What follows belongs to an exercise in optimizing a design on an open flow for small area, a short achievable clock period and few clock cycles; a production flow would make more cautious choices.
Function was checked by simulation only, so behaviour that the tests miss may differ from the original.
Power is estimated from default activity; no workload was simulated.

<file path="flow/design.v">
module alu (
    input  [31:0] operand1,          
    input  [31:0] operand2,          
    input  [2:0]  alu_Instruction,   
    output reg [31:0] result,        
    output zero,                     
    output reg overflow,             
    output reg carry,                
    output negative                  
);
    localparam ADD = 1;
    localparam SUB = 2;
    localparam AND = 3;
    localparam OR  = 4;
    localparam XOR = 5;
    localparam NOT = 6;
    reg [32:0] temp_result;
    always @(*) begin
        carry = 1'b0;  
        overflow = 1'b0;
        temp_result = 33'd0;
        case (alu_Instruction)
            ADD: begin
                temp_result = {1'b0, operand1} + {1'b0, operand2};
                result = temp_result[31:0];
                carry = temp_result[32];   
                overflow = (operand1[31] == operand2[31]) && (result[31] != operand1[31]);
            end
            SUB: begin
                temp_result = {1'b0, operand1} - {1'b0, operand2};
                result = temp_result[31:0];
                carry = ~temp_result[32];   
                overflow = (operand1[31] != operand2[31]) && (result[31] != operand1[31]);
            end
            AND: result = operand1 & operand2;
            OR:  result = operand1 | operand2;
            XOR: result = operand1 ^ operand2;
            NOT: result = ~operand1;
            default: result = 32'd0;
        endcase
    end
    assign zero = (result == 32'd0);   
    assign negative = result[31];      
endmodule
module regs(
    input clk,
    input rst,
    input write_to_reg_Flag,
    input [3:0] write_reg,
    input [3:0] read_reg_1,
    input [3:0] read_reg_2,
    input [3:0] read_reg_3,
    input [31:0] write_data,
    output [31:0] read_data_1,
    output [31:0] read_data_2,
    output [31:0] read_data_3
    );
reg [31:0] rf[0:13];
integer k;
assign read_data_1 = (read_reg_1 < 4'd14) ? rf[read_reg_1] : 32'd0;
assign read_data_2 = (read_reg_2 < 4'd14) ? rf[read_reg_2] : 32'd0;
assign read_data_3 = (read_reg_3 < 4'd14) ? rf[read_reg_3] : 32'd0;
always @(posedge clk) begin
    if (rst) begin
        for (k = 0; k < 14; k = k + 1)
            rf[k] <= 32'd0;  
    end
    else if (write_to_reg_Flag && write_reg < 4'd14) begin
        rf[write_reg] <= write_data;
    end
end
endmodule
module mul_unit(
    input clk,
    input rst,
    input start,             
    input [31:0] a,          
    input [31:0] b,          
    output reg busy,         
    output done,             
    output [31:0] product
);
reg [31:0] acc;
reg [31:0] mcand;
reg [31:0] mplier;
assign done = busy && (mplier == 32'd0);
assign product = acc;
always @(posedge clk) begin
    if (rst) begin
        busy <= 1'b0;
        acc <= 32'd0;
        mcand <= 32'd0;
        mplier <= 32'd0;
    end
    else if (!busy) begin
        if (start) begin
            busy <= 1'b1;
            acc <= 32'd0;
            mcand <= a;
            mplier <= b;
        end
    end
    else if (mplier == 32'd0) begin
        busy <= 1'b0;
    end
    else begin
        if (mplier[0]) acc <= acc + mcand;
        mcand <= {mcand[30:0], 1'b0};
        mplier <= {1'b0, mplier[31:1]};
    end
end
endmodule
module scc(
    input clk,
    input rst,
    output halt_f,
    output data_memory_read,
    output data_memory_write,
    input [31:0] instruction_memory_v,
    input [31:0] data_memory_in_v,
    output [31:0] data_memory_out_v,
    output [31:0] data_memory_a,
    output [31:0] programCounter
);
reg [31:0] pc;
reg halted;
reg [3:0] nzcv;  
assign programCounter = pc;
assign halt_f = halted;
wire [31:0] instruction = instruction_memory_v;
wire [1:0] iclass = instruction[31:30];
wire alu_class_bit = instruction[29];
wire s_bit = instruction[28];
wire [2:0] op = instruction[27:25];
wire [3:0] destination_reg = instruction[24:21];
wire [3:0] op1_reg = instruction[20:17];
wire [3:0] op2_reg = instruction[16:13];
wire [15:0] immediate = instruction[15:0];
wire [31:0] immediate_extended = {{16{immediate[15]}}, immediate};
wire is_alu_imm  = (iclass == 2'd0) && alu_class_bit;
wire is_special  = (iclass == 2'd0) && !alu_class_bit;
wire is_alu_reg  = (iclass == 2'd1);
wire is_alu      = is_alu_imm || is_alu_reg;
wire is_mul      = is_alu && (op == 3'd0);
wire is_load     = (iclass == 2'd2) && !instruction[25];
wire is_store    = (iclass == 2'd2) && instruction[25];
wire is_sys      = (iclass == 2'd3);
wire is_halt     = is_sys && s_bit;
wire is_branchy  = is_sys && !s_bit && !instruction[27];
wire is_b        = is_branchy && (instruction[26:25] == 2'd0);
wire is_bcond    = is_branchy && (instruction[26:25] == 2'd1);
wire is_br       = is_branchy && (instruction[26:25] == 2'd2);
wire is_savf     = is_special && (op == 3'd6) && s_bit;
wire is_movf     = is_special && (op == 3'd6) && !s_bit;
wire [31:0] read_data_1, read_data_2, read_data_3;
wire [31:0] write_data;
wire write_to_reg_Flag;
wire write_reg_en;
regs registers(
    .clk(clk),
    .rst(rst),
    .write_to_reg_Flag(write_reg_en),
    .write_reg(destination_reg),
    .read_reg_1(op1_reg),
    .read_reg_2(op2_reg),
    .read_reg_3(destination_reg),
    .write_data(write_data),
    .read_data_1(read_data_1),
    .read_data_2(read_data_2),
    .read_data_3(read_data_3)
);
wire [31:0] operand1 = is_br ? read_data_3 : read_data_1;
wire [31:0] operand2 = is_alu_reg ? read_data_2 : immediate_extended;
wire [2:0] alu_op = (is_load || is_store) ? 3'd1 : (is_br ? 3'd2 : op);
wire [31:0] alu_Result;
wire zero, overflow, carry, negative;
alu alu_epic(
    .operand1(operand1),
    .operand2(operand2),
    .alu_Instruction(alu_op),
    .result(alu_Result),
    .zero(zero),
    .overflow(overflow),
    .carry(carry),
    .negative(negative)
);
wire [31:0] shift_Result = (op == 3'd4) ? (read_data_1 << operand2) : (read_data_1 >> operand2);
wire mul_busy, mul_done;
wire [31:0] mul_product;
wire run = !halted;
wire mul_stall = is_mul && !mul_done;
mul_unit multiplier(
    .clk(clk),
    .rst(rst),
    .start(run && is_mul),
    .a(read_data_1),
    .b(operand2),
    .busy(mul_busy),
    .done(mul_done),
    .product(mul_product)
);
reg branchTaken;
always @(*) begin
    case (destination_reg)  
        4'd0:  branchTaken = nzcv[2];                       
        4'd1:  branchTaken = ~nzcv[2];                      
        4'd2:  branchTaken = nzcv[1];                       
        4'd3:  branchTaken = ~nzcv[1];                      
        4'd4:  branchTaken = nzcv[3];                       
        4'd5:  branchTaken = ~nzcv[3];                      
        4'd6:  branchTaken = nzcv[0];                       
        4'd7:  branchTaken = ~nzcv[0];                      
        4'd8:  branchTaken = nzcv[1] & ~nzcv[2];            
        4'd9:  branchTaken = ~nzcv[1] | nzcv[2];            
        4'd10: branchTaken = (nzcv[3] == nzcv[0]);          
        4'd11: branchTaken = (nzcv[3] != nzcv[0]);          
        4'd12: branchTaken = ~nzcv[2] & (nzcv[3] == nzcv[0]);  
        4'd13: branchTaken = nzcv[2] | (nzcv[3] != nzcv[0]);   
        4'd14: branchTaken = 1'b1;                          
        default: branchTaken = 1'b0;                        
    endcase
end
reg [31:0] wb_data;
always @(*) begin
    wb_data = alu_Result;
    if (is_load) wb_data = data_memory_in_v;
    else if (is_mul) wb_data = mul_product;
    else if (is_special) begin
        case (op)
            3'd0: wb_data = {16'd0, immediate};                   
            3'd1: wb_data = {immediate, read_data_3[15:0]};       
            3'd2: wb_data = 32'd0;                                
            3'd3: wb_data = 32'hFFFFFFFF;                         
            3'd4: wb_data = shift_Result;                         
            3'd5: wb_data = shift_Result;                         
            3'd6: wb_data = {28'd0, nzcv};                        
            default: wb_data = 32'd0;
        endcase
    end
end
assign write_data = wb_data;
assign write_to_reg_Flag = is_load || (is_alu && !mul_stall) || (is_special && !is_savf);
assign write_reg_en = run && write_to_reg_Flag;
assign data_memory_a = alu_Result;
assign data_memory_out_v = read_data_3;
assign data_memory_read = !rst && run && is_load;
assign data_memory_write = !rst && run && is_store;
reg [31:0] next_pc;
always @(*) begin
    next_pc = pc + 32'd4;
    if (mul_stall || is_halt)
        next_pc = pc;
    else if (write_to_reg_Flag && destination_reg == 4'd15)
        next_pc = write_data;
    else if (is_br)
        next_pc = alu_Result;
    else if (is_b || (is_bcond && branchTaken))
        next_pc = pc + immediate_extended;
end
always @(posedge clk) begin
    if (rst) begin
        pc <= 32'd0;
        halted <= 1'b0;
        nzcv <= 4'd0;
    end
    else if (run) begin
        pc <= next_pc;
        if (is_halt) halted <= 1'b1;
        if (is_savf)
            nzcv <= read_data_3[3:0];
        else if (is_mul && mul_done && s_bit)
            nzcv <= {mul_product[31], (mul_product == 32'd0), 2'b00};
        else if (is_alu && !is_mul && s_bit)
            nzcv <= {negative, zero, carry, overflow};
    end
end
endmodule
</file>
<file path="flow/run.sh">
#!/bin/bash
# synth_recipe.tcl (not shown) runs the flow's synth.tcl, then flattens the netlist and writes it again
# the make line also repeats each setting of config.mk as NAME=value (left out here)
make -C /OpenROAD-flow-scripts/flow DESIGN_CONFIG=/design/flow/config.mk WORK_HOME=/design/flow/orfs CLKGATE_MAP_FILE= SYNTH_SCRIPT=/design/flow/synth_recipe.tcl finish
</file>
<file path="flow/config.mk">
export PLATFORM = sky130hd
export DESIGN_NAME = scc
export DESIGN_NICKNAME = scc
export VERILOG_FILES = /design/flow/design.v
export SDC_FILE = /design/flow/constraint.sdc
export NUM_CORES = 4
export LEC_CHECK = 0
export CAP_MARGIN = 20
export CORE_MARGIN = 2
export CORE_UTILIZATION = 40
export SETUP_SLACK_MARGIN = 0.2
export SLEW_MARGIN = 20
</file>
<file path="flow/constraint.sdc">
create_clock -name core_clock -period 12.0 [get_ports {clk}]
set_input_delay 2.4000 -clock core_clock [delete_from_list [all_inputs] [get_ports {clk}]]
set_output_delay 2.4000 -clock core_clock [all_outputs]
set_load 0.01 [all_outputs]
</file>
==> summary.txt <==
## per-stage QoR
| stage | instances | utilization, % |
|---|---|---|
| after floorplan | 5183 | - |
| after global placement | 6769 | 43.4 |
| after detailed placement | 6774 | 43.4 |
| after CTS | 6908 | 45.6 |
| after global routing | 6911 | 45.7 |
| final | 6914 | 45.7 |
## synth_stat cells, types with 29 or more instances
master    count
nor2_1      735
edfxtp_1    448
mux2i_1     400
nand2_1     385
a21oi_1     311
o21ai_0     274
clkbuf_1    230
mux4_2      218
ha_1        161
inv_1       139
dfxtp_1     134
nand3_1     118
nor3_1      105
o211ai_1     98
a211oi_1     96
o22ai_1      92
buf_2        88
nor2b_1      59
o221ai_1     56
xnor2_1      55
a21o_1       54
buf_1        49
a31oi_1      48
nor4_1       47
buf_4        45
mux2_2       44
a221oi_1     43
and3_1       41
nand2b_1     36
xor2_1       34
nand4_1      33
a22oi_1      29
o31ai_1      29
## power by group through the flow
| stage | Sequential [uW] | Clock (uW) | Combinational [uW] |
|---|---|---|---|
| 6_report | 2360 | 2460 | 2610 |
| 4_1_cts | 2350 | 2480 | 2480 |
| 3_3_place_gp | 2390 | 0 | 2480 |
| 2_1_floorplan | 2360 | 0 | 1380 |
| 3_5_place_dp | 2390 | 0 | 2470 |
| 5_1_grt | 2360 | 2550 | 2670 |
## logic make-up (layout without fill, tap and decap cells)
logic type | count (synthesis) | in the layout | synth area share [%]
AOI/OAI and AO/OA | 1413 | 1413 | 19.9
muxes | 666 | 666 | 19.6
and+or+nand+nor | 1677 | 1677 | 15.6
buffers and inverters | 591 | 707 | 5.64
other | 0 | 3 | 0
adders and majority gates | 165 | 165 | 4.34
DFF | 582 | 582 | 33.4
xor gates and xnor gates | 89 | 89 | 1.61
## final timing paths
kind | start | to | slack, ps | cells past startpoint
hold / removal | multiplier.mplier[27] | multiplier.mplier[27] | 470 | 2
setup / recovery | instruction_memory_v[20] | data_memory_a[26] | 610 | 23
setup reg to reg | registers.rf[7][0] | registers.rf[9][18] | 4590 | 22
hold reg to reg | multiplier.mplier[27] | multiplier.mplier[27] | 470 | 2
## placed cells by master (no fill, tap or decap), drive strengths merged, types with 151 or more instances in the layout
cell type / count
a21oi: 317
buf: 270
clkdlybuf4s50: 151
edfxtp: 448
ha: 161
mux2i: 400
mux4: 218
nand2: 388
nor2: 742
o21ai: 286
## worst min-delay path, stage by stage (launching register included)
cell     delay, ps
dfxtp_1        320
nand2_1         60
a21oi_1         50
## per-layer routing
metal | up-vias | GRT usage [%]
li1 | 19809 | -
met1 | 23450 | 52.8
met2 | 3387 | 59.0
met3 | 759 | 12.9
met4 | 10 | 25.1
met5 | - | 0.706
## cell type report
| type | instances | share of cell area [%] |
|---|---|---|
| Antenna cell | 3 | 0.0137 |
| Sequential cell | 582 | 29.5 |
| Timing Repair Buffer | 423 | 6.73 |
| Inverter | 150 | 1.04 |
| Tap cell | 1612 | 3.69 |
| Clock inverter | 44 | 1.31 |
| Multi-Input combinational cell | 4010 | 54.2 |
| Clock buffer | 90 | 3.51 |
## registers in the layout, indices dropped and copies added (netlist names)
| signal | cells |
|---|---|
| halted | 1 |
| multiplier.acc | 32 |
| multiplier.mcand | 32 |
| pc | 32 |
| nzcv | 4 |
| registers.rf | 448 |
| multiplier.busy | 1 |
| multiplier.mplier | 32 |
==> impl_metrics.sql <==
INSERT INTO impl_metrics (metric_group, metric, value, unit) VALUES
('synthesis', 'syn_area_per_cell', '9.32', 'sq um'),
('timing', 'final_max_slew_viol_count', '0', ''),
('pwr', 'total_power', '7420', 'uW'),
('cells_and_area', 'final_net_count', '5470', ''),
('synthesis', 'number_of_enable_type_register_cells_in_the_synthesized_netlist', '448', ''),
('cts', 'htree_levels', '3', ''),
('setup_path', 'worst_path_max_delay_cell', 'nor2b_1', ''),
('setup_path', 'critical_path.startpoint_type', 'input port', ''),
('synthesis', 'synth.largest_area_cell', 'edfxtp_1', ''),
('routing', 'wl', '257000', 'um'),
('synthesis', 'ys_types', '108', ''),
('floorplanning', 'core_area', '120000', 'sq um'),
('timing', 'clock.fmax', '87.8', 'MHz'),
('setup_path', 'required_time_of_the_critical_path', '9600', 'ps'),
('place', 'numPortBuffers', '164', ''),
('pwr', 'p_clk_share', '33.1', '%'),
('floorplanning', 'number_of_ports_placed_on_the_die_boundary', '165', ''),
('timing', 'setup_viol_count_final', '0', ''),
('routing', 'wl_met1', '99400', 'um'),
('setup_path', 'crit_path_max_fanout', '8', ''),
('timing', 'setup_tns', '0', 'ps'),
('synthesis', 'syn_nets', '5414', ''),
('pwr', 'internal_power', '4540', 'uW'),
('place', 'gp_congestion', '1.05', ''),
('setup_path', 'crit_buf_inv', '8', ''),
('synthesis', 'netlist_area', '48300', 'sq um'),
('global_routing', 'first_global_vias', '44505', ''),
('routing', 'detail_route_met3_wl', '32100', 'um'),
('timing', 'rsz0062_at_grt', 'false', ''),
('place', 'placed_cell_area', '52000', 'sq um'),
('timing', 'clock_skew', '45.8', 'ps'),
('pwr', 'power.density', '136', 'nW/um^2'),
('setup_path', 'worst_setup_end_kind', 'primary output', ''),
('timing', 'tightest_slew', '1250', 'ps'),
('timing', 'worst_slew_margin_rel', '16.8', '%'),
('pwr', 'p_switching', '2880', 'uW'),
('place', 'dp_slack', '865', 'ps'),
('cts', 'cts.reportedPaths.clkPinSlew', '60', 'ps'),
('routing', 'drt_pre_antenna_iters', '9', ''),
('floorplanning', 'initial_core_util', '40.3', '%'),
('cts', 'cts.sinks', '582', ''),
('outcome', 'run_status', 'timing/DRC/antenna clean', ''),
('cells_and_area', 'multi_input_area', '29700', 'sq um'),
('floorplanning', 'floorplan.rows', '127', ''),
('routing', 'remaining_drc_errors', '0', ''),
('timing', 'final-hold-violation-count', '0', ''),
('synthesis', 'main_area_contributors_after_synthesis', 'edfxtp_1, mux4_2, mux2i_1', ''),
('cts', 'clockRootBuffer', 'clkbuf_16', ''),
('routing', 'detailroute.wirelength.met2', '107000', 'um'),
('cts', 'worst_skew_pair.late_latency', '730', 'ps'),
('cts', 'cts_setup_buffers', '0', ''),
('routing', 'first_iter_violations', '7268', ''),
('setup_path', 'cp_cell_sequence', 'clkdlybuf4s50_1 -> buf_4 -> nor2b_1 -> a222oi_1 -> buf_4 -> nand2_1 -> o21ai_0 -> inv_1 -> ha_1 -> inv_1 -> fa_1 -> nand2b_1 -> a21oi_1 -> o31ai_1 -> a21oi_1 -> o21ai_0 -> a2111oi_0 -> buf_4 -> or4_1 -> a21oi_1 -> nor3_1 -> inv_1 -> clkdlybuf4s50_1', ''),
('pwr', 'irDropWorstVdd', '116', 'uV'),
('pwr', 'static-leakage-power', '0.0209', 'uW'),
('synthesis', 'postSynthRegisterBits', '582', ''),
('global_routing', 'grt_max_degree', '66', ''),
('synthesis', 'ys_seq_area_share', '33.4', '%'),
('routing', 'dr_total_vias', '47415', ''),
('run', 'maxCapViolCount', '0', ''),
('pwr', 'power_frac_comb', '35.1', '%'),
('floorplanning', 'die_h', '351', 'um'),
('pwr', 'pwr-share-seq', '31.8', '%'),
('synthesis', 'synth_warnings', '4', ''),
('cts', 'post_cts.resized_instances', '0', ''),
('routing', 'maxUsedRoutingLayer', 'met5', ''),
('floorplanning', 'fp.dieW', '351', 'um'),
('setup_path', 'cp_data_arrival_time', '8990', 'ps'),
('cts', 'hold_buf_count_cts', '0', ''),
('cells_and_area', 'postLayoutCellArea', '54700', 'sq um'),
('routing', 'drt-vias-per-instance', '6.86', '');
Testbench counts, summed over its fixed seeds: cycles 82,680.

==> port drivers added, routing unchanged <==
How much do the figures lean on ideal ports? The routed layout below was timed once more, with nothing changed but the port constraints. Step 1: set_driving_cell puts a clkbuf_16 on clk and a buf_2 on each other input, an assumption about the parent block. Step 2 adds t to the input delays and takes it off the output delays; t is the mean of the earliest and latest rising clock arrival at the registers after step 1. Input paths then give back, and output paths get back, about the clock's delay inside the block. Slacks: ideal ports / drivers / drivers and shift; pairs: ideal ports / drivers.
t (ns): 0.781
setup WS [ns]: 0.614 / 0.587 / 0.587
worst setup path at the end: input to output
pins driven straight from the clock port: 1
After both steps this run still meets setup and hold. For this run, drivers alone change the setup slack by -0.027 ns; drivers and shift together by -0.027 ns.
